From an optimization exercise on the open Yosys and OpenROAD flow, aimed at a short achievable clock period and few clock cycles; shortcuts taken in it are not production practice. In this exercise RTL edits were held to simulation tests only and were not proved equivalent to the original. No activity file was given, so power comes from the tool's default toggle rates.

==> flow/design.v <==
module stage_IF (
  input           clk, rst, br_take, hazard,
  input [31:0]    instr_from_mem, pc_res,
  output logic [13:0] instr_addr,
  output logic [31:0] pc_fromIF, pc4_fromIF, instr
);
logic         br_take_reg, hazard_reg;
logic [31:0]  pc, pc4, instr_reg;
assign instr_addr = pc[15:2];
assign pc4 = pc + 4;
always_comb begin
  if(br_take_reg)
    instr = 32'd0;
  else if(hazard_reg)
    instr = instr_reg;
  else
    instr = instr_from_mem;
end
always_ff @(posedge clk) begin
  if (rst)
      pc <= 32'd0;
  else 
    if (br_take)
      pc <= pc_res;
    else if (hazard)
      pc <= pc;
    else
      pc <= pc4;
end
always_ff @(posedge clk) begin
  if (rst || br_take) begin
    pc_fromIF <= 0;
    pc4_fromIF <= 0;
  end
  else if (hazard) begin
    pc_fromIF <= pc_fromIF;
    pc4_fromIF <= pc4_fromIF;    
  end
  else begin
    pc_fromIF <= pc;
    pc4_fromIF <= pc4;
  end
end
always_ff @(posedge clk) begin
  if (rst) begin
    instr_reg <= 32'b0;
    br_take_reg <= 1'b0;
    hazard_reg <= 1'b1;
  end
  else begin
    instr_reg <= instr;
    br_take_reg <= br_take;
    hazard_reg <= hazard;
  end
end
endmodule
module stage_ID (
  input   clk, rst, hazard,
  input   [4:0]   wb_idx,
  input   [31:0]  instr, pc_fromIF, pc4_fromIF, wb_data,  
  output logic        op1_ctrl, op2_ctrl, rd_src_fromID, mem_wr_fromID, mem_rd_fromID,
  output logic [1:0]  br_op,
  output logic [2:0]  funct3_fromID,
  output logic [3:0]  alu_op,
  output logic [4:0]  rs1_idx_fromIF, rs2_idx_fromIF,
  output logic [4:0]  rd_idx_fromID,
  output logic [31:0] imm, rs1_fromID, rs2_fromID, pc_fromID, pc4_fromID
);
logic [31:0]  regfile [31:0];
logic         mem_rd_fromID_comb, mem_wr_fromID_comb;
logic [1:0]   br_op_comb;
logic [3:0]   alu_op_comb;
logic [4:0]   rd_idx_fromIF;
logic [31:0]  imm_comb;
always_comb begin
  case(instr[6:2])
    5'b01100: 
      alu_op_comb = {instr[30], instr[14:12]};
    5'b00100: 
      alu_op_comb = (instr[14:12] == 3'b101) ? {instr[30], instr[14:12]} : {1'b0, instr[14:12]};
    5'b00000, 5'b11001, 5'b01000, 5'b11000, 5'b00101, 5'b01101, 5'b11011:
      alu_op_comb = 4'b0000;
    default:
      alu_op_comb = 4'b1111;
  endcase
end
always_comb begin
  case(instr[6:2])
    5'b00100, 5'b00000, 5'b11001: 
      imm_comb = {{21{instr[31]}}, instr[30:20]};
    5'b01000:
      imm_comb = {{21{instr[31]}}, instr[30:25], instr[11:7]};
    5'b11000:
      imm_comb = {{20{instr[31]}}, instr[7], instr[30:25], instr[11:8], 1'b0};
    5'b00101, 5'b01101:
      imm_comb = {instr[31:12], 12'b0};
    5'b11011:
      imm_comb = {{12{instr[31]}}, instr[19:12], instr[20], instr[30:21], 1'b0};
    default:
      imm_comb = 32'd0;
  endcase
end
always_comb begin
  case(instr[6:2])
    5'b11000: 
      br_op_comb = 2'b01;
    5'b11011, 5'b11001:
      br_op_comb = 2'b10;
    default: 
      br_op_comb = 2'b00;
  endcase
end
always_comb begin
  if (instr[6:2] == 5'b01000 || instr[6:2] == 5'b11000)
    rd_idx_fromIF = 5'd0;
  else
    rd_idx_fromIF = instr[11:7];
end
always_comb begin
  if(instr[6:2] == 5'b01101)
    rs1_idx_fromIF = 5'd0;
  else
    rs1_idx_fromIF = instr[19:15];
end
assign rs2_idx_fromIF = instr[24:20];
always_ff @(posedge clk) begin
  case(instr[6:2])
    5'b11000, 5'b00101, 5'b11011: 
      op1_ctrl <= 1'b1;
    default: 
      op1_ctrl <= 1'b0;
  endcase
  if (instr[6:2] == 5'b01100)
    op2_ctrl <= 1'b0;
  else
    op2_ctrl <= 1'b1;
end
always_ff @(posedge clk) begin
  case(instr[6:2])
    5'b11011, 5'b11001:
      rd_src_fromID <= 1'b1;
    default: 
      rd_src_fromID <= 1'b0;
  endcase
end
always_comb begin
  if (instr[6:2] == 5'b00000) 
    mem_rd_fromID_comb = 1'b1;
  else
    mem_rd_fromID_comb = 1'b0;
  if (instr[6:2] == 5'b01000) 
    mem_wr_fromID_comb = 1'b1;
  else
    mem_wr_fromID_comb = 1'b0;
end
always_ff @(posedge clk) begin
  if (rst)
    regfile[0] <= 32'd0;
  else if (wb_idx > 5'd0)
    regfile[wb_idx] <= wb_data;
end
always_ff @(posedge clk) begin 
  funct3_fromID <= instr[14:12];
end
always_ff @(posedge clk) begin
  if (rst || hazard) begin
    pc_fromID <= 32'd0;
    pc4_fromID <= 32'd0;
    mem_rd_fromID <= 1'b0;
    mem_wr_fromID <= 1'b0;
    rd_idx_fromID <= 5'd0;
    alu_op <= 4'b1111;
    br_op <= 2'b00;
    imm <= 32'd0;
    rs1_fromID <= 32'd0;
    rs2_fromID <= 32'd0;
  end
  else begin
    pc_fromID <= pc_fromIF;
    pc4_fromID <= pc4_fromIF;
    mem_rd_fromID <= mem_rd_fromID_comb;
    mem_wr_fromID <= mem_wr_fromID_comb;
    rd_idx_fromID <= rd_idx_fromIF;
    alu_op <= alu_op_comb;
    br_op <= br_op_comb;
    imm <= imm_comb;
    rs1_fromID <= regfile[rs1_idx_fromIF];
    rs2_fromID <= regfile[rs2_idx_fromIF];
  end
end
endmodule 
module stage_EX(
  input   clk, rst, mem_wr_fromID, mem_rd_fromID, op1_ctrl, op2_ctrl, rd_src_fromID,
  input [1:0]     rs1_ctrl, rs2_ctrl, br_op,
  input [2:0]     funct3_fromID,
  input [3:0]     alu_op,
  input [4:0]     rd_idx_fromID,
  input [31:0]    imm, pc_fromID, pc4_fromID,
  input [31:0]    rs1_fromID, rs1_fw_fromEX, rs1_fw_fromMEM, rs2_fromID, rs2_fw_fromEX, rs2_fw_fromMEM,
  output logic    br_take, mem_rd_fromEX,
  output logic [3:0]    wr_mem_en,
  output logic [2:0]    funct3_fromEX,
  output logic [1:0]    addr_lo_fromEX,
  output logic [4:0]    rd_idx_fromEX,
  output logic [13:0]   mem_addr,
  output logic [31:0]   rd_fromEX, pc_res, rs2_final, wb_mem
  );
logic     br_cond_tmp, br_cond_final;
logic [31:0]  alu_res, op1, op2, rs1_final;
always_comb begin
  case (alu_op)
    4'b0000:
      alu_res = op1 + op2;
    4'b1000:
      alu_res = op1 - op2;
    4'b0001:
      alu_res = op1 << (op2[4:0]);
    4'b0101:
      alu_res = op1 >> (op2[4:0]);
    4'b0010:
      alu_res = $signed(op1) < $signed(op2);
    4'b0011:
      alu_res = $unsigned(op1) < $unsigned(op2);
    4'b0100:
      alu_res = op1 ^ op2;    
    4'b0110:
      alu_res = op1 | op2;
    4'b0111:
      alu_res = op1 & op2;    
    4'b1101:
      alu_res = $signed(op1) >>> (op2[4:0]);
    default:
      alu_res = 32'd0;
  endcase
end
always_ff @(posedge clk) begin
  if(rd_src_fromID == 1'b1)
    rd_fromEX <= pc4_fromID;
  else
    rd_fromEX <= alu_res;
end
assign pc_res = alu_res;
assign mem_addr = alu_res[15:2];
always_comb begin
  case (funct3_fromID[2:1])
    2'b00:
      br_cond_tmp = (rs1_final == rs2_final);
    2'b10:
      br_cond_tmp = ($signed(rs1_final) < $signed(rs2_final));
    2'b11:
      br_cond_tmp = ($unsigned(rs1_final) < $unsigned(rs2_final));
    default:
      br_cond_tmp = 1'b0;
  endcase
end
assign br_cond_final = br_cond_tmp ^ funct3_fromID[0];
always_comb begin
  case(br_op)
    2'b01: 
      br_take = br_cond_final;
    2'b10: 
      br_take = 1'b1;
    default: 
      br_take = 1'b0;
  endcase
end
always_comb begin
  case (rs1_ctrl)
    2'd0:
      rs1_final = rs1_fromID;
    2'd1:
      rs1_final = rs1_fw_fromEX;
    2'd2:
      rs1_final = rs1_fw_fromMEM;
    default:
      rs1_final = rs1_fromID;
  endcase
end
always_comb begin
  if (op1_ctrl == 1'b0)
    op1 = rs1_final;
  else
    op1 = pc_fromID;
end
always_comb begin
  case (rs2_ctrl)
    2'd0:
      rs2_final = rs2_fromID;
    2'd1:
      rs2_final = rs2_fw_fromEX;
    2'd2:
      rs2_final = rs2_fw_fromMEM;
    default:
      rs2_final = rs2_fromID;
  endcase
end
always_comb begin
  if (op2_ctrl == 1'b0)
    op2 = rs2_final;
  else
    op2 = imm;
end
always_comb begin
  if(mem_wr_fromID)
    case(funct3_fromID[1:0])
      2'b00:
        case(alu_res[1:0])
          2'b00: begin
            wr_mem_en = 4'b1110;
            wb_mem = rs2_final;
          end
          2'b01: begin
            wr_mem_en = 4'b1101;
            wb_mem = rs2_final << 8;
          end
          2'b10: begin
            wr_mem_en = 4'b1011;
            wb_mem = rs2_final << 16;
          end
          2'b11: begin
            wr_mem_en = 4'b0111;
            wb_mem = rs2_final << 24;
          end
        endcase
      2'b01: 
        case(alu_res[1:0])
          2'b00: begin
            wr_mem_en = 4'b1100;
            wb_mem = rs2_final;
          end
          2'b01: begin
            wr_mem_en = 4'b1001;
            wb_mem = rs2_final << 8;
          end
          default: begin
            wr_mem_en = 4'b0011;
            wb_mem = rs2_final << 16;
          end
        endcase
      default: begin
        wr_mem_en = 4'b0000;
        wb_mem = rs2_final;
      end
    endcase
  else begin
    wr_mem_en = 4'b1111;
    wb_mem = rs2_final;
  end
end
always_ff @(posedge clk) begin
  if (rst) begin    
    mem_rd_fromEX <= 1'b0;
    rd_idx_fromEX <= 5'd0;
    funct3_fromEX <= 3'd0;
    addr_lo_fromEX <= 2'd0;
  end
  else begin
    mem_rd_fromEX <= mem_rd_fromID;
    rd_idx_fromEX <= rd_idx_fromID;
    funct3_fromEX <= funct3_fromID; 
    addr_lo_fromEX <= alu_res[1:0];
  end
end
endmodule
module stage_MEM_and_WB (
  input   clk, rst, mem_rd_fromEX,
  input [2:0]   funct3_fromEX,
  input [1:0]   addr_lo_fromEX,
  input [4:0]   rd_idx_fromEX,
  input [31:0]  rd_fromEX, mem_read_out,
  output logic [4:0]    wb_idx,
  output logic [31:0]   wb_data, rd_fromMEM
);
logic [31:0] mem_shifted;
assign mem_shifted = mem_read_out >> {addr_lo_fromEX, 3'b000};
always_comb begin
  if(mem_rd_fromEX)
    case(funct3_fromEX)
      3'b000: 
        wb_data = {{24{mem_shifted[7]}}, mem_shifted[7:0]};
      3'b001: 
        wb_data = {{16{mem_shifted[15]}}, mem_shifted[15:0]};
      3'b010: 
        wb_data = mem_read_out[31:0];
      3'b100: 
        wb_data = {24'd0, mem_shifted[7:0]};
      3'b101: 
        wb_data = {16'd0, mem_shifted[15:0]};
      default: 
        wb_data = 32'd0;
    endcase
  else
    wb_data = rd_fromEX;
end
assign wb_idx = rd_idx_fromEX;
always_ff @(posedge clk) begin
  if (rst) begin
    rd_fromMEM <= 32'd0;
  end
  else begin
    if(mem_rd_fromEX)
      rd_fromMEM <= wb_data;
    else
      rd_fromMEM <= rd_fromEX;
  end
end
endmodule
module forward_and_hazard (
  input       clk, rst,
  input       mem_rd_fromID, br_take,
  input [4:0] rs1_idx_fromIF, rs2_idx_fromIF, rd_idx_fromID, rd_idx_fromEX,
  output logic  hazard,
  output logic [1:0]  rs1_ctrl, rs2_ctrl 
);
always_comb begin
  if (((rd_idx_fromID == rs1_idx_fromIF || rd_idx_fromID == rs2_idx_fromIF) 
      && mem_rd_fromID && rd_idx_fromID > 0) || br_take) begin
    hazard = 1'b1;
  end
  else begin
    hazard = 1'b0;
  end
end
always_ff @(posedge clk) begin
  if (rst || hazard)
    rs1_ctrl <= 2'd0;
  else
    if (rd_idx_fromID > 0 && rs1_idx_fromIF == rd_idx_fromID)
      rs1_ctrl <= 2'd1;
    else if (rd_idx_fromEX > 0 && rs1_idx_fromIF == rd_idx_fromEX)
      rs1_ctrl <= 2'd2;
    else
      rs1_ctrl <= 2'd0;
end
always_ff @(posedge clk) begin
  if (rst || hazard)
    rs2_ctrl <= 2'd0;
  else
    if (rd_idx_fromID > 0 && rs2_idx_fromIF == rd_idx_fromID)
      rs2_ctrl <= 2'd1;
    else if (rd_idx_fromEX > 0 && rs2_idx_fromIF == rd_idx_fromEX)
      rs2_ctrl <= 2'd2;
    else
      rs2_ctrl <= 2'd0;
end
endmodule 
module rv32i_core (
    input               clk,
    input               rst,
    output logic [13:0] imem_addr,
    input        [31:0] imem_rdata,
    output logic [13:0] dmem_addr,
    output logic [3:0]  dmem_web,
    output logic [31:0] dmem_wdata,
    input        [31:0] dmem_rdata
);
logic         br_take, hazard, mem_rd_fromEX;
logic         op1_ctrl, op2_ctrl, rd_src_fromID, mem_wr_fromID, mem_rd_fromID;
logic [1:0]   br_op, rs1_ctrl, rs2_ctrl;
logic [1:0]   addr_lo_fromEX;
logic [2:0]   funct3_fromID, funct3_fromEX;
logic [3:0]   alu_op, wr_mem_en;
logic [4:0]   rs1_idx_fromIF, rs2_idx_fromIF, rs1_idx_fromID;
logic [4:0]   rd_idx_fromID, rd_idx_fromEX, wb_idx;
logic [13:0]  instr_addr, data_addr; 
logic [31:0]  instr, instr_from_mem, mem_read_out, pc_fromIF, pc4_fromIF;
logic [31:0]  wb_data, imm, rs1_fromID, rs2_fromID, pc_fromID, pc4_fromID;
logic [31:0]  rd_fromEX, rd_fromMEM, pc_res, rs2_final, wb_mem;
assign imem_addr = instr_addr;
assign instr_from_mem = imem_rdata;
stage_IF IF1(
  .clk(clk),
  .rst(rst),
  .br_take(br_take),
  .hazard(hazard),
  .instr_from_mem(instr_from_mem),
  .pc_res(pc_res),
  .instr_addr(instr_addr), 
  .pc_fromIF(pc_fromIF), 
  .pc4_fromIF(pc4_fromIF),
  .instr(instr)
);
stage_ID ID(
  .clk(clk), 
  .rst(rst), 
  .hazard(hazard),
  .wb_idx(wb_idx),
  .instr(instr), 
  .pc_fromIF(pc_fromIF), 
  .pc4_fromIF(pc4_fromIF), 
  .wb_data(wb_data),  
  .op1_ctrl(op1_ctrl), 
  .op2_ctrl(op2_ctrl), 
  .rd_src_fromID(rd_src_fromID),
  .mem_wr_fromID(mem_wr_fromID), 
  .mem_rd_fromID(mem_rd_fromID),
  .br_op(br_op),
  .funct3_fromID(funct3_fromID),
  .alu_op(alu_op),
  .rs1_idx_fromIF(rs1_idx_fromIF), 
  .rs2_idx_fromIF(rs2_idx_fromIF),
  .rd_idx_fromID(rd_idx_fromID), 
  .imm(imm), 
  .rs1_fromID(rs1_fromID), 
  .rs2_fromID(rs2_fromID), 
  .pc_fromID(pc_fromID), 
  .pc4_fromID(pc4_fromID)
);
stage_EX EX(
  .clk(clk), 
  .rst(rst), 
  .mem_wr_fromID(mem_wr_fromID), 
  .mem_rd_fromID(mem_rd_fromID), 
  .op1_ctrl(op1_ctrl), 
  .op2_ctrl(op2_ctrl), 
  .rd_src_fromID(rd_src_fromID),    
  .rs1_ctrl(rs1_ctrl), 
  .rs2_ctrl(rs2_ctrl),
  .br_op(br_op),
  .funct3_fromID(funct3_fromID),
  .alu_op(alu_op),
  .rd_idx_fromID(rd_idx_fromID),
  .imm(imm), 
  .pc_fromID(pc_fromID), 
  .pc4_fromID(pc4_fromID),
  .rs1_fromID(rs1_fromID), 
  .rs1_fw_fromEX(rd_fromEX), 
  .rs1_fw_fromMEM(rd_fromMEM), 
  .rs2_fromID(rs2_fromID), 
  .rs2_fw_fromEX(rd_fromEX), 
  .rs2_fw_fromMEM(rd_fromMEM),
  .br_take(br_take), 
  .mem_rd_fromEX(mem_rd_fromEX),
  .wr_mem_en(wr_mem_en),
  .funct3_fromEX(funct3_fromEX),
  .addr_lo_fromEX(addr_lo_fromEX),
  .rd_idx_fromEX(rd_idx_fromEX),
  .mem_addr(data_addr),
  .rd_fromEX(rd_fromEX),
  .pc_res(pc_res),
  .rs2_final(rs2_final),
  .wb_mem(wb_mem)
  );
assign dmem_addr = data_addr;
assign dmem_web = wr_mem_en;
assign dmem_wdata = wb_mem;
assign mem_read_out = dmem_rdata;
stage_MEM_and_WB MEMandWB(
  .clk(clk), 
  .rst(rst),
  .mem_rd_fromEX(mem_rd_fromEX), 
  .funct3_fromEX(funct3_fromEX),
  .addr_lo_fromEX(addr_lo_fromEX),
  .rd_idx_fromEX(rd_idx_fromEX),
  .rd_fromEX(rd_fromEX), 
  .mem_read_out(mem_read_out),
  .wb_idx(wb_idx),
  .wb_data(wb_data), 
  .rd_fromMEM(rd_fromMEM)
);
forward_and_hazard FWandHZ(
  .clk(clk), 
  .rst(rst),
  .mem_rd_fromID(mem_rd_fromID),
  .br_take(br_take),
  .rs1_idx_fromIF(rs1_idx_fromIF), 
  .rs2_idx_fromIF(rs2_idx_fromIF), 
  .rd_idx_fromID(rd_idx_fromID), 
  .rd_idx_fromEX(rd_idx_fromEX),
  .hazard(hazard),
  .rs1_ctrl(rs1_ctrl), 
  .rs2_ctrl(rs2_ctrl)  
);
endmodule  
==> flow/run.sh <==
#!/bin/bash
# synth_recipe.tcl (not shown) runs the flow's synth.tcl, then flattens the netlist and writes it again
# the make line also repeats each setting of config.mk as NAME=value (left out here)
make -C /OpenROAD-flow-scripts/flow DESIGN_CONFIG=/design/flow/config.mk WORK_HOME=/design/flow/orfs CLKGATE_MAP_FILE= SYNTH_SCRIPT=/design/flow/synth_recipe.tcl finish
==> flow/config.mk <==
export PLATFORM = sky130hd
export DESIGN_NAME = rv32i_core
export DESIGN_NICKNAME = rv32i_core
export VERILOG_FILES = /design/flow/design.v
export SDC_FILE = /design/flow/constraint.sdc
export NUM_CORES = 4
export LEC_CHECK = 0
export CAP_MARGIN = 20
export CORE_MARGIN = 2
export CORE_UTILIZATION = 40
export PLACE_DENSITY = 0.6
export SLEW_MARGIN = 20
==> flow/constraint.sdc <==
create_clock -name core_clock -period 10.0 [get_ports {clk}]
set_input_delay 2.0000 -clock core_clock [delete_from_list [all_inputs] [get_ports {clk}]]
set_output_delay 2.0000 -clock core_clock [all_outputs]
set_load 0.01 [all_outputs]
==> summary.txt <==
==> power by group <==
group / switching [mW] / leakage [nW] / internal [mW]
Clock: 2.38 / 2.38 / 3.22
Combinational: 2.58 / 14.6 / 1.24
Sequential: 0.150 / 12.9 / 6.36
==> final timing paths <==
| path | from | to | slack [ns] | cells past startpoint |
|---|---|---|---|---|
| setup reg to reg | FWandHZ.rs1_ctrl[0]$_SDFF_PP0_ | EX.rd_fromEX[17]$_DFF_P_ | 3.11 | 16 |
| hold reg to reg | IF1.pc_fromIF[10]$_SDFFE_PP0N_ | IF1.pc_fromIF[10]$_SDFFE_PP0N_ | 0.45 | 2 |
| setup / recovery | FWandHZ.rs2_ctrl[0]$_SDFF_PP0_ | dmem_wdata[20] | 0.32 | 18 |
| hold / removal | IF1.pc_fromIF[10]$_SDFFE_PP0N_ | IF1.pc_fromIF[10]$_SDFFE_PP0N_ | 0.45 | 2 |
==> placed cells by master (no fill, tap or decap), types with 126 or more instances in the layout <==
master,synthesis,final
nand2_1,846,845
buf_4,42,240
ha_1,136,135
clkbuf_16,0,159
clkdlybuf4s50_1,0,126
o221ai_1,147,146
a21oi_1,409,409
a211oi_1,336,330
mux2i_1,736,736
dfxtp_1,382,377
edfxtp_1,1024,1024
and2_1,205,205
o21ai_0,356,351
nor2_1,520,475
==> cell usage after synthesis (36+ instances only) <==
master / instances
nor2b_1: 59
mux2i_1: 736
buf_4: 42
a31oi_1: 85
a221oi_1: 49
a311oi_1: 99
buf_1: 95
edfxtp_1: 1024
clkbuf_1: 461
nor2_1: 520
nor3_1: 129
inv_1: 122
nand3_1: 57
a21oi_1: 409
o22ai_1: 38
ha_1: 136
dfxtp_1: 382
a211oi_1: 336
a32oi_1: 42
mux2_2: 82
o21ai_0: 356
and2_1: 205
a22oi_1: 86
mux4_2: 65
nand2b_1: 48
o221ai_1: 147
xnor2_1: 51
nand2_1: 846
buf_2: 36
==> routing by layer <==
metal,vias up,GRT usage (%),part of all wire [%]
met5,-,0,0.044
met4,16,22.48,8.2
met3,898,6.398,8.4
met2,3477,51.92,47
met1,31060,38.44,37
li1,27230,-,-
==> cell families (layout without fill, tap and decap cells) <==
group                    count (synthesis)  in the layout
flip-flops                            1406           1406
AO/OA/AOI/OAI                         1976           1976
buffers and inverters                  775            794
other                                    0              6
multiplexers                           886            886
XOR/XNOR                                81             81
adder cells (fa/ha/maj)                138            138
AND/OR/NAND/NOR                       1997           1997
==> through the flow <==
step | worst slack [ns] | power (mW) | util (%) | area, sq um | std cells
6_report | 0.3216 | 15.92 | 45.22 | 85900 | 9795
2_1_floorplan | 2.461 | 8.746 | - | 76440 | 7259
4_1_cts | 0.2450 | 15.86 | 45.17 | 85820 | 9789
5_1_grt | 0.09321 | 16.37 | 45.21 | 85900 | 9793
3_3_place_gp | 1.093 | 10.32 | 42.60 | 80930 | 9512
3_5_place_dp | 1.143 | 10.32 | 42.60 | 80930 | 9512
==> final cells by class <==
type	instances	area (sq um)
timing repair buffer	382	3377
antenna	6	15.01
fill	17530	104100
sequential	1406	38400
inverter	135	509.2
multi-input combinational	5078	35560
clock buffer	206	4255
tap	2511	3142
clock inverter	71	641.9
==> worst reg2reg max path: stages, from the launching register on <==
cell      delay (ns)
dfxtp_1         0.34
inv_1           0.05
ha_2            0.33
or2_1           0.43
buf_4           0.27
o221ai_2        0.59
inv_1           0.18
ha_1            0.49
or4_1           0.58
nand3b_1        0.17
o21ai_0         0.94
o22ai_1         0.36
o311ai_0        0.60
a21oi_1         0.19
xnor2_1         0.17
o211ai_1        0.74
mux2_2          0.39
==> flow_metrics.tcl <==
set metrics [dict create \
    clockRootBuffer "clkbuf_16" \
    num_vias 62680 \
    slew_headroom_pct 15.86 \
    cp_cell_sequence "inv_1, ha_1, buf_4, a221o_1, o21ai_1, o21ai_0, ha_1, or4_1, a21oi_1, o31ai_1, a211oi_1, o41a_1, o21ai_0, nand3b_1, nand2_2, a211o_1, o221ai_1, clkdlybuf4s50_1" \
    final_antenna_net_count 0 \
    drive_above_1_share_pct 10.95 \
    final_nets 7359 \
    post_cts_buffers 0 \
    grt_start_max_net_pins 140 \
    clk_pin_slew_worst_paths_ns 0.06 \
    status "complete, no violations" \
    grt_usage_pct 32.11 \
    fin_crit_sh_pct 96.78 \
    holdWs_ns 0.4499 \
    die_h_microns 441.2 \
    io_buffers 127 \
    synth_adder_area_share_pct 2.278 \
    p_leak_nw 29.90 \
    top_register "ID.regfile" \
    synth_edf_count 1024 \
    start_kind "flip-flop" \
    synth.area.mux_share_pct 12.83 \
    max-clock-path-buffers 3 \
    avgRoutedWirePerCell_microns 32.73 \
    rsz0062_at_grt "no" \
    via_per_inst 6.399 \
    worst_ep_arrival_time_ns 7.68 \
    tritoncts.num_buffers 152 \
    critPathSlowestCell "clkdlybuf4s50_1" \
    area_growth_pct 12.38 \
    grt_overflow 0 \
    crit_type "reg2out" \
    rows 160 \
    ys_seq_area_share_pct 50.23 \
    max_stage_delay_ns 0.69 \
    powerDensity_nw_per_um2 185.3 \
    synth_area_leaders "edfxtp_1, dfxtp_1, mux2i_1, nand2_1, a211oi_1" \
    finalWirelength_microns 320500 \
    syn_nets 7463 \
    route.detailed.drc 0 \
    timing.hold.worst.class "reg2reg" \
    fin_setup_tns_ns 0 \
    synth-xor-area-share_pct 0.9281 \
    hold_violations 0 \
    cts_tree "yes" \
    setup_violations 0 \
    htree_levels 4 \
    ios 130 \
    cp.buffers_inverters 3 \
    ir_drop_mv 0.1391 \
    synth_top_family_by_area "compound AO/OA/AOI/OAI gates" \
    clock_latency_ns 0.82 \
    ys_types 98 \
    drv_slew 0 \
    drv_cap 0 \
    netlist_instances 7259 \
    first_iter_violations 7135 \
    synth_compound_area_share_pct 17.97 \
    core_area_sq_um 190000 \
    cts.sinks 1406 \
    die_area_sq_um 194600 \
    largest_reg_flops 1024 \
    synth_top_area_share_pct 40.23 \
    fin_crit_ns 9.678 \
    yosys_warnings 5 \
    die_w_microns 441.2 \
    start_util_pct 40.24 \
    end_kind "primary output" \
    hold_buffers 0 \
    async_reset_ff_share_pct 0 \
    fin_skew_ns 0.04806 \
    grt_pass1_vias 60340 \
    place_congestion 1.023 \
    avgSynthCellArea_sq_um 10.53 \
    grt_antenna_before_repair 23 \
    dominantRegCellSynth "edfxtp_1" \
    ys_ff_latch 1406 \
    crit_fanout 32 \
    cp.required_ns 8.00 \
    post_cts_resized 0 \
    syn-cell-area_sq_um 76440 \
    firstDrtPassIters 8 \
    path_delay_family "compound AO/OA/AOI/OAI gates" \
    worst_slew_pin_slew_ns 1.262 \
    yosys.area.top_type "edfxtp_1" \
    grt_pass1_wl_microns 447900 \
    fmax_mhz 103.3 \
    yosys.area_share.simple_pct 11.64 \
    dpl.hpwl_microns 211300 \
]
Testbench counts, summed over its fixed seeds: cycles 86,707.

what the ideal ports hide:
The results above use ideal ports. As a check the final layout listed here was re-extracted and re-timed, cells and wires unchanged.
Step 1: set_driving_cell puts a clkbuf_16 on clk and a buf_2 on each other input, an assumption about the parent block.
Step 2 also shifts input and output timing later by t, the mid clock arrival at the registers, as if the neighbouring blocks saw the same clock.
Three values: no drivers, after step 1, after step 2; two values: the first two.
shift t [ns]: 0.880
slack for setup (ns): 0.322 / 0.239 / 1.119
hold slack, ns: 0.450 / 0.450 / 0.450
worst register clock-pin slew, ns: 0.06 / 0.06
After both steps setup and hold are still met in this run. For this run, drivers alone change the setup slack by -0.083 ns; drivers and shift together by +0.797 ns.
